Source: an optimization exercise on an open RTL-to-GDS flow (aim: small area, a short achievable clock period and few clock cycles per item). Production flows keep margins and buffers that such runs may drop.
Only simulation tests tie the RTL to the original design; equivalence was not proved.

==> job 1531: inputs <==
==> flow/design.v <==
`timescale 1ns / 1ps
module adder_speck(ain1,
             ain2,
             add_out,
             c56
    );
    input [63:0] ain1;
    input [63:0] ain2;
    output [63:0] add_out;
    output c56;                  
    wire [63:0] G [0:6];
    wire [63:0] P [0:6];
    assign G[0] = ain1 & ain2;
    assign P[0] = ain1 ^ ain2;
    genvar l, i;
    generate
        for (l = 0; l < 6; l = l + 1) begin : lv
            for (i = 0; i < 64; i = i + 1) begin : bt
                if (i & (1 << l)) begin : c
                    localparam integer J = ((i >> l) << l) - 1;
                    assign G[l+1][i] = G[l][i] | (P[l][i] & G[l][J]);
                    assign P[l+1][i] = P[l][i] & P[l][J];
                end else begin : p
                    assign G[l+1][i] = G[l][i];
                    assign P[l+1][i] = P[l][i];
                end
            end
        end
    endgenerate
    assign add_out = P[0] ^ {G[6][62:0], 1'b0};
    assign c56 = G[6][55];
endmodule
`timescale 1ns / 1ps
module shift_right_speck(in,
                   out
    );
    input[63:0] in;
    output[63:0] out;
    assign out = (in>>7);
endmodule
`timescale 1ns / 1ps
module shift_left_speck(in,
                  out
    );
    input[63:0] in;
    output[63:0] out;
    assign out = (in<<2);
endmodule
`timescale 1ns / 1ps
module adder_rc4(input [3:0] in1,in2,
             output [4:0] out
    );
        assign out = in1+in2;
endmodule
`timescale 1ns / 1ps
module mod16_rc4(input  [4:0] in,
              output [3:0] out
    );
    assign out = (in % 16);
endmodule
`timescale 1ns / 1ps
module speck_rc4_keygen (
    input             clk,
    input             rst,
    input             start,
    input      [63:0] X,
    input      [63:0] Y1,
    input      [63:0] K1,
    input      [63:0] H1,
    input      [3:0]  add_to_read,
    output            ready,
    output     [3:0]  out,
    output     [31:0] final_out
);
    reg        idle, speck, hash, ksa, prga, flush;
    reg [3:0]  cnt;             
    reg [3:0]  jAq, r2, r3;     
    reg [3:0]  tAr, tBr, aval;  
    reg        asel;
    reg [63:0] A, B, K, C;
    wire [63:0] sum;
    wire        c56;
    adder_speck add (.ain1(A >> 7), .ain2(B), .add_out(sum), .c56(c56));
    wire [63:0] r_new = sum ^ (hash ? (A << 2) : K);           
    wire [63:0] ky    = K ^ (B << 2);
    wire [63:0] y_new = sum ^ ky;
    wire [63:0] h0    = (sum << 2) ^ ((ky << 2) ^ C);          
    wire [7:0] htop0 = ({7'd0, A[63]} + B[63:56])        ^ A[61:54];
    wire [7:0] htop1 = ({7'd0, A[63]} + B[63:56] + 8'd1) ^ A[61:54];
    wire [7:0] htop  = c56 ? htop1 : htop0;
    wire [3:0] k0_0  = htop0[7:4];
    wire [3:0] k0_1  = htop1[7:4];
    wire [3:0] kk_0  = htop0[7:4] + htop0[3:0];
    wire [3:0] kk_1  = htop1[7:4] + htop1[3:0];
    wire [3:0] kk    = c56 ? kk_1 : kk_0;
    function [3:0] rd(input [63:0] s, input [3:0] idx);
        rd = s[4*idx +: 4];
    endfunction
    wire [3:0] o0 = {3'd0, prga};           
    wire [3:0] o1 = {2'd0, prga, ~prga};    
    wire [3:0] ka = A[63:60];               
    wire [3:0] kb = A[59:56];               
    wire [3:0] sa = prga ? B[7:4]  : B[3:0];
    wire [3:0] sb = prga ? B[11:8] : B[7:4];
    wire [3:0] jAr = jAq;
    wire [3:0] sjA = rd(B, jAr);
    wire       c1  = (jAr == o1);
    wire [3:0] sbA = c1 ? sa : sb;
    wire [3:0] jBr = c1 ? r3 : r2;
    wire [3:0] sjB = (jBr == jAr) ? sa : (jBr == o0) ? sjA : rd(B, jBr);
    reg [63:0] Bn;
    integer p;
    always @* begin
        for (p = 0; p < 16; p = p + 1)
            Bn[4*p +: 4] = (p[3:0] == jBr) ? sbA :
                           (p[3:0] == o1)  ? sjB :
                           (p[3:0] == jAr) ? sa  :
                           (p[3:0] == o0)  ? sjA : B[4*p +: 4];
    end
    wire [3:0] nb2  = 4'd14 - cnt;                  
    wire [3:0] sa_n = sa + nb2;
    wire [3:0] sb_n = sb + nb2;
    wire [3:0] tAs  = (sa - cnt) + sjA;             
    wire [3:0] tAn  = sa_n + sjA;                   
    wire [3:0] tBn  = (c1 ? sa_n : sb_n) + sjB;     
    wire       ksa_last = ksa && (cnt == 4'd14);
    wire       prga_nx  = prga || ksa_last;
    wire [3:0] s2_nx = (jBr == 4'd2) ? sbA : (jAr == 4'd2) ? sa : B[11:8];
    wire [3:0] s3_nx = (jBr == 4'd3) ? sbA : (jAr == 4'd3) ? sa : B[15:12];
    wire [3:0] s4_nx = (jBr == 4'd4) ? sbA : (jAr == 4'd4) ? sa : B[19:16];
    wire [3:0] sa_nx = prga_nx ? s3_nx : s2_nx;
    wire [3:0] sb_nx = prga_nx ? s4_nx : s3_nx;
    wire [3:0] kn2  = A[55:52] - 4'd2;
    wire [3:0] kkn2 = A[55:52] + A[51:48] - 4'd2;
    wire [3:0] qa   = c1 ? r3 + kn2  : r2 + kn2;
    wire [3:0] qk   = c1 ? r3 + kkn2 : r2 + kkn2;
    wire [3:0] qam  = ksa_last ? 4'd0 : qa;       
    wire [3:0] qkm  = ksa_last ? 4'd0 : qk;       
    wire [3:0] jA_nx = qam + sa_nx;
    wire [3:0] r2_nx = qkm + sa_nx + sb_nx;
    wire [3:0] r3_nx = qkm + {sa_nx[2:0], 1'b0};
    wire [3:0] ksA = asel ? aval : rd(B, tAr);
    wire [3:0] ksB = rd(B, tBr);
    reg [63:0] S_init;
    always @* begin
        for (p = 0; p < 16; p = p + 1)
            S_init[4*p +: 4] = p[3:0];
    end
    always @(posedge clk) begin
        if (rst) begin
            idle  <= 1'b1;
            speck <= 1'b0;
            hash  <= 1'b0;
            ksa   <= 1'b0;
            prga  <= 1'b0;
            flush <= 1'b0;
        end else begin
            if (idle && start) begin
                idle  <= 1'b0;
                speck <= 1'b1;
            end
            if (speck && cnt == 4'd6) begin
                speck <= 1'b0;
                hash  <= 1'b1;
            end
            if (hash && cnt == 4'd7) begin
                hash <= 1'b0;
                ksa  <= 1'b1;
            end
            if (ksa_last) begin
                ksa  <= 1'b0;
                prga <= 1'b1;
            end
            if (prga && cnt == 4'd14) begin
                prga  <= 1'b0;
                flush <= 1'b1;
            end
            if (flush) begin
                flush <= 1'b0;
                idle  <= 1'b1;
            end
        end
    end
    always @(posedge clk) begin
        if (idle || flush) begin
            cnt <= 4'd0;
        end else if (speck) begin
            cnt <= (cnt == 4'd6) ? 4'd0 : cnt + 4'd1;
        end else if (hash) begin
            cnt   <= (cnt == 4'd7) ? 4'd0 : cnt + 4'd1;
            jAq <= c56 ? k0_1 : k0_0;      
            r2  <= kk + 4'd1;              
            r3  <= kk;                     
        end else begin
            cnt   <= cnt + 4'd2;
            jAq   <= jA_nx;
            r2    <= r2_nx;
            r3    <= r3_nx;
            tAr   <= tAn;
            tBr   <= tBn;
            asel  <= (tAs == o1) || (tAs == jBr);
            aval  <= (tAs == o1) ? sbA : sjB;
        end
    end
    always @(posedge clk) begin
        if (idle) begin
            if (start)
                A <= X;
            B <= Y1;
            K <= K1;
            C <= H1;
        end else if (speck) begin
            A <= (cnt == 4'd6) ? h0 : r_new;
            B <= (cnt == 4'd6) ? K : y_new;
        end else if (hash) begin
            A <= r_new;
            if (cnt == 4'd7)
                B <= S_init;
        end else begin    
            A <= {A[55:0], (ksa ? 8'd0 : {ksA, ksB})};
            B <= {Bn[7:0], Bn[63:8]};
        end
    end
    assign ready = idle;
    wire [3:0] KS [0:15];
    genvar gi;
    generate
        for (gi = 0; gi < 16; gi = gi + 1) begin : g_ks
            assign KS[gi] = A[63 - 4*gi -: 4];
        end
    endgenerate
    assign out       = KS[add_to_read];
    assign final_out = {KS[0] ^ KS[2],  KS[1] ^ KS[3],
                        KS[4] ^ KS[6],  KS[5] ^ KS[7],
                        KS[8] ^ KS[10], KS[9] ^ KS[11],
                        KS[12] ^ KS[14], KS[13] ^ KS[15]};
endmodule
==> flow/flow/run.sh <==
#!/bin/bash
# Standard ORFS flow (the standard.sh, standard synthesis unchanged);
# the only change is the cell used to buffer the ports: buf_1 instead of
# the default clkdlybuf4s50_1 (every port still gets its own buffer).
set -o pipefail
bash standard.sh BUFFER_PORTS_ARGS="-buffer_cell sky130_fd_sc_hd__buf_1" finish > flow_make.log 2>&1
==> flow/standard.sh <==
#!/bin/bash
# synth_recipe.tcl (not shown) runs the flow's synth.tcl, then flattens the netlist and writes it again
# the make line also repeats each setting of config.mk as NAME=value (left out here)
make -C /OpenROAD-flow-scripts/flow DESIGN_CONFIG=/design/flow/config.mk WORK_HOME=/design/flow/orfs CLKGATE_MAP_FILE= SYNTH_SCRIPT=/design/flow/synth_recipe.tcl "${@:-finish}"
==> flow/config.mk <==
export PLATFORM = sky130hd
export DESIGN_NAME = speck_rc4_keygen
export DESIGN_NICKNAME = speck_rc4_keygen
export VERILOG_FILES = /design/flow/design.v
export SDC_FILE = /design/flow/constraint.sdc
export NUM_CORES = 4
export LEC_CHECK = 0
export ABC_CLOCK_PERIOD_IN_PS = 4000
export CAP_MARGIN = 20
export CORE_MARGIN = 2
export CORE_UTILIZATION = 40
export CTS_CLUSTER_DIAMETER = 100
export CTS_CLUSTER_SIZE = 16
export SETUP_SLACK_MARGIN = 2.6
export SLEW_MARGIN = 20
export TNS_END_PERCENT = 10
==> flow/constraint.sdc <==
create_clock -name core_clock -period 7.0 [get_ports {clk}]
set_input_delay 1.4000 -clock core_clock [delete_from_list [all_inputs] [get_ports {clk}]]
set_output_delay 1.4000 -clock core_clock [all_outputs]
set_load 0.01 [all_outputs]
==> inputs of job 4218, as changes to job 1531 <==
--- a/flow/design.v
+++ b/flow/design.v
@@ -72,7 +72,7 @@
     output     [3:0]  out,
     output     [31:0] final_out
 );
-    reg        idle, speck, hash, ksa, prga, flush;
+    reg        idle, speck, hash, ksa, prga;
     reg [3:0]  cnt;             
     reg [3:0]  jAq, r2, r3;     
     reg [3:0]  tAr, tBr, aval;  
@@ -153,7 +153,6 @@
             hash  <= 1'b0;
             ksa   <= 1'b0;
             prga  <= 1'b0;
-            flush <= 1'b0;
         end else begin
             if (idle && start) begin
                 idle  <= 1'b0;
@@ -172,17 +171,13 @@
                 prga <= 1'b1;
             end
             if (prga && cnt == 4'd14) begin
-                prga  <= 1'b0;
-                flush <= 1'b1;
-            end
-            if (flush) begin
-                flush <= 1'b0;
-                idle  <= 1'b1;
+                prga <= 1'b0;
+                idle <= 1'b1;
             end
         end
     end
     always @(posedge clk) begin
-        if (idle || flush) begin
+        if (idle) begin
             cnt <= 4'd0;
         end else if (speck) begin
             cnt <= (cnt == 4'd6) ? 4'd0 : cnt + 4'd1;
@@ -204,9 +199,10 @@
     end
     always @(posedge clk) begin
         if (idle) begin
-            if (start)
+            if (start) begin
                 A <= X;
-            B <= Y1;
+                B <= Y1;
+            end
             K <= K1;
             C <= H1;
         end else if (speck) begin
@@ -226,9 +222,13 @@
     genvar gi;
     generate
         for (gi = 0; gi < 16; gi = gi + 1) begin : g_ks
-            assign KS[gi] = A[63 - 4*gi -: 4];
+            if (gi < 14) begin : g_a
+                assign KS[gi] = A[55 - 4*gi -: 4];
+            end
         end
     endgenerate
+    assign KS[14] = ksA;
+    assign KS[15] = ksB;
     assign out       = KS[add_to_read];
     assign final_out = {KS[0] ^ KS[2],  KS[1] ^ KS[3],
                         KS[4] ^ KS[6],  KS[5] ^ KS[7],
Settings changed: CTS_CLUSTER_DIAMETER 100 to not set, CTS_CLUSTER_SIZE 16 to not set, TNS_END_PERCENT 10 to not set.
==> inputs of job 3291, as changes to job 1531 <==
==> flow/design.v, changed modules only <==
module adder_speck(ain1,
             ain2,
             add_out
    );
    input [63:0] ain1;
    input [63:0] ain2;
    output [63:0] add_out;
    assign add_out = ain1+ain2;
endmodule
module speck_rc4_keygen (
    input             clk,
    input             rst,
    input             start,
    input      [63:0] X,
    input      [63:0] Y1,
    input      [63:0] K1,
    input      [63:0] H1,
    input      [3:0]  add_to_read,
    output            ready,
    output     [3:0]  out,
    output     [31:0] final_out
);
    reg        idle, speck, hash, ksa, prga;
    reg        first;           
    reg [3:0]  cnt;             
    reg [3:0]  jAq, r2, r3;     
    reg [3:0]  tAr, tBr, aval;  
    reg        asel;
    reg [63:0] A, B, K, C;
    wire [63:0] sum   = (A >> 7) + B;
    wire [63:0] r_new = sum ^ (hash ? (A << 2) : K);    
    wire [63:0] y_new = r_new ^ (B << 2);
    wire [63:0] h0    = (y_new << 2) ^ C;               
    function [3:0] rd(input [63:0] s, input [3:0] idx);
        rd = s[4*idx +: 4];
    endfunction
    wire [3:0] o0 = {3'd0, prga};           
    wire [3:0] o1 = {2'd0, prga, ~prga};    
    wire [3:0] ka = A[63:60];               
    wire [3:0] kb = A[59:56];               
    wire [3:0] sa = prga ? B[7:4]  : B[3:0];
    wire [3:0] sb = prga ? B[11:8] : B[7:4];
    wire [3:0] jAr = first ? ka : jAq;
    wire [3:0] sjA = rd(B, jAr);
    wire       c1  = (jAr == o1);
    wire [3:0] sbA = c1 ? sa : sb;
    wire [3:0] kab  = ka + kb;
    wire [3:0] kab1 = ka + kb + 4'd1;
    wire [3:0] jBr  = first ? (c1 ? kab : kab1) : (c1 ? r3 : r2);
    wire [3:0] sjB = (jBr == jAr) ? sa : (jBr == o0) ? sjA : rd(B, jBr);
    reg [63:0] Bn;
    integer p;
    always @* begin
        for (p = 0; p < 16; p = p + 1)
            Bn[4*p +: 4] = (p[3:0] == jBr) ? sbA :
                           (p[3:0] == o1)  ? sjB :
                           (p[3:0] == jAr) ? sa  :
                           (p[3:0] == o0)  ? sjA : B[4*p +: 4];
    end
    wire [3:0] nb2  = 4'd14 - cnt;                  
    wire [3:0] sa_n = sa + nb2;
    wire [3:0] sb_n = sb + nb2;
    wire [3:0] tAs  = (sa - cnt) + sjA;             
    wire [3:0] tAn  = sa_n + sjA;                   
    wire [3:0] tBn  = (c1 ? sa_n : sb_n) + sjB;     
    wire       ksa_last = ksa && (cnt == 4'd14);
    wire       prga_nx  = prga || ksa_last;
    wire [3:0] sa_nx = prga_nx ? Bn[15:12] : Bn[11:8];
    wire [3:0] sb_nx = prga_nx ? Bn[19:16] : Bn[15:12];
    wire [3:0] kn2  = A[55:52] - 4'd2;
    wire [3:0] kkn2 = A[55:52] + A[51:48] - 4'd2;
    wire [3:0] qa   = first ? (c1 ? kab + kn2  : kab1 + kn2)
                            : (c1 ? r3 + kn2   : r2 + kn2);
    wire [3:0] qk   = first ? (c1 ? kab + kkn2 : kab1 + kkn2)
                            : (c1 ? r3 + kkn2  : r2 + kkn2);
    wire [3:0] qam  = ksa_last ? 4'd0 : qa;       
    wire [3:0] qkm  = ksa_last ? 4'd0 : qk;       
    wire [3:0] jA_nx = qam + sa_nx;
    wire [3:0] r2_nx = qkm + sa_nx + sb_nx;
    wire [3:0] r3_nx = qkm + {sa_nx[2:0], 1'b0};
    wire [3:0] ksA = asel ? aval : rd(B, tAr);
    wire [3:0] ksB = rd(B, tBr);
    reg [63:0] S_init;
    always @* begin
        for (p = 0; p < 16; p = p + 1)
            S_init[4*p +: 4] = p[3:0];
    end
    always @(posedge clk) begin
        if (rst) begin
            idle  <= 1'b1;
            speck <= 1'b0;
            hash  <= 1'b0;
            ksa   <= 1'b0;
            prga  <= 1'b0;
        end else begin
            if (idle && start) begin
                idle  <= 1'b0;
                speck <= 1'b1;
            end
            if (speck && cnt == 4'd6) begin
                speck <= 1'b0;
                hash  <= 1'b1;
            end
            if (hash && cnt == 4'd7) begin
                hash <= 1'b0;
                ksa  <= 1'b1;
            end
            if (ksa_last) begin
                ksa  <= 1'b0;
                prga <= 1'b1;
            end
            if (prga && cnt == 4'd14) begin
                prga <= 1'b0;
                idle <= 1'b1;
            end
        end
    end
    always @(posedge clk) begin
        if (idle) begin
            cnt <= 4'd0;
        end else if (speck) begin
            cnt <= (cnt == 4'd6) ? 4'd0 : cnt + 4'd1;
        end else if (hash) begin
            cnt   <= (cnt == 4'd7) ? 4'd0 : cnt + 4'd1;
            first <= (cnt == 4'd7);
        end else begin
            cnt   <= cnt + 4'd2;
            first <= 1'b0;
            jAq   <= jA_nx;
            r2    <= r2_nx;
            r3    <= r3_nx;
            tAr   <= tAn;
            tBr   <= tBn;
            asel  <= (tAs == o1) || (tAs == jBr);
            aval  <= (tAs == o1) ? sbA : sjB;
        end
    end
    always @(posedge clk) begin
        if (idle) begin
            if (start) begin
                A <= X;
                B <= Y1;
            end
            K <= K1;
            C <= H1;
        end else if (speck) begin
            A <= (cnt == 4'd6) ? h0 : r_new;
            B <= (cnt == 4'd6) ? K : y_new;
        end else if (hash) begin
            A <= r_new;
            if (cnt == 4'd7)
                B <= S_init;
        end else begin    
            A <= {A[55:0], (ksa ? 8'd0 : {ksA, ksB})};
            B <= {Bn[7:0], Bn[63:8]};
        end
    end
    assign ready = idle;
    wire [3:0] KS [0:15];
    genvar gi;
    generate
        for (gi = 0; gi < 16; gi = gi + 1) begin : g_ks
            if (gi < 14) begin : g_a
                assign KS[gi] = A[55 - 4*gi -: 4];
            end
        end
    endgenerate
    assign KS[14] = ksA;
    assign KS[15] = ksB;
    assign out       = KS[add_to_read];
    assign final_out = {KS[0] ^ KS[2],  KS[1] ^ KS[3],
                        KS[4] ^ KS[6],  KS[5] ^ KS[7],
                        KS[8] ^ KS[10], KS[9] ^ KS[11],
                        KS[12] ^ KS[14], KS[13] ^ KS[15]};
endmodule
Settings changed: CTS_CLUSTER_DIAMETER 100 to not set, CTS_CLUSTER_SIZE 16 to not set, SETUP_SLACK_MARGIN 2.6 to 2.2, TNS_END_PERCENT 10 to not set.
==> out/metrics.yaml <==
synth:
  synth_nets: 2985
  seq_area_frac_synth: 0.3324
  ys_ff_latch: 290
  synthXorXnorAreaFrac: 0.1636
placed_design:
  place_area_mm2: 0.02812
  dp_slack_ns: 1.585
power_and_ir_drop:
  powerClk_w: 0.00201
  pg_seq_w: 0.00287
  total_power_w: 0.01511
  p_leak_nw: 11.59
setup_path:
  rrSetupSlack_ns: 2.39
  crit_type: "register to output port"
drt:
  dr_wl_met2_um: 52470
hold_path:
  hp-start: "cnt[0]"
cells_and_area:
  multi_input_cells: 2059
  drive_above_1_share: 0.1569
run_status:
  status: "complete, no violations"
floorplanning:
  std_cell_rows: 93
  die_w_um: 258.6
sta:
  slew_headroom: 0.2209
  whs_ns: 0.6441
# the run above: job 4218

==> out/metrics.yaml <==
floorplanning:
  std_cell_rows: 93
  die_w_um: 259.4
setup_path:
  crit_arrival_ns: 3.11
  rrSetupSlack_ns: 2.61
power_and_ir_drop:
  pg_seq_w: 0.00313
  total_power_w: 0.01490
  p_leak_nw: 11.33
synth:
  synthXorXnorAreaFrac: 0.1638
  synth_nets: 3026
  ys_ff_latch: 291
sta:
  slew_headroom: 0.2048
drt:
  dr_wl_met2_um: 52180
run_status:
  status: "complete, no violations"
cells_and_area:
  multi_input_cells: 2090
  drive_above_1_share: 0.1258
  regArea_mm2: 0.008647
placed_design:
  dp_slack_ns: 1.446
hold_path:
  hp-start: "cnt[0]"
# the run above: job 1531

==> out/metrics.yaml <==
hold_path:
  hp-start: "ksa"
floorplanning:
  std_cell_rows: 92
placed_design:
  dp_slack_ns: 0.7342
  place_area_mm2: 0.02785
cells_and_area:
  multi_input_cells: 2212
synth:
  seq_area_frac_synth: 0.3365
  synthXorXnorAreaFrac: 0.1195
setup_path:
  crit_type: "register to register"
  rrSetupSlack_ns: 1.41
power_and_ir_drop:
  powerClk_w: 0.00192
  pg_seq_w: 0.00294
run_status:
  status: "complete, no violations"
sta:
  slew_headroom: 0.1389
# the run above: job 3291

Testbench counts of job 1531, summed over its fixed seeds: cycles 10,560, items 320.
Testbench counts of job 4218, summed over its fixed seeds: cycles 10,240, items 320.
Testbench counts of job 3291, summed over its fixed seeds: cycles 10,240, items 320.

## separate check: timing with driven ports
In the flow no input, the clock included, has a driving cell. The finished layouts below were timed again as built, in two steps. Step 1: set_driving_cell puts a clkbuf_16 on clk and a buf_2 on each other input, an assumption about the parent block. Step 2 also shifts input and output timing later by t, the mid clock arrival at the registers, as if the neighbouring blocks saw the same clock. a / b / c = ideal / step 1 / step 2; a / b = the first two.
run	t, ns	slack for setup (ns)	hold WS [ns]	clock arrival spread, ns
job 1531	0.651	2.487 / 2.457 / 2.457	0.651 / 0.651 / 0.651	0.040 / 0.040
job 4218	0.637	1.924 / 1.861 / 2.389	0.644 / 0.644 / 0.644	0.035 / 0.035
job 3291	0.631	1.414 / 1.414 / 1.414	0.595 / 0.595 / 0.595	0.020 / 0.021
After both steps every run listed still meets setup and hold. The setup slack of job 1531, which loses most, moves by -0.030 ns with the drivers and by -0.030 ns with both steps.
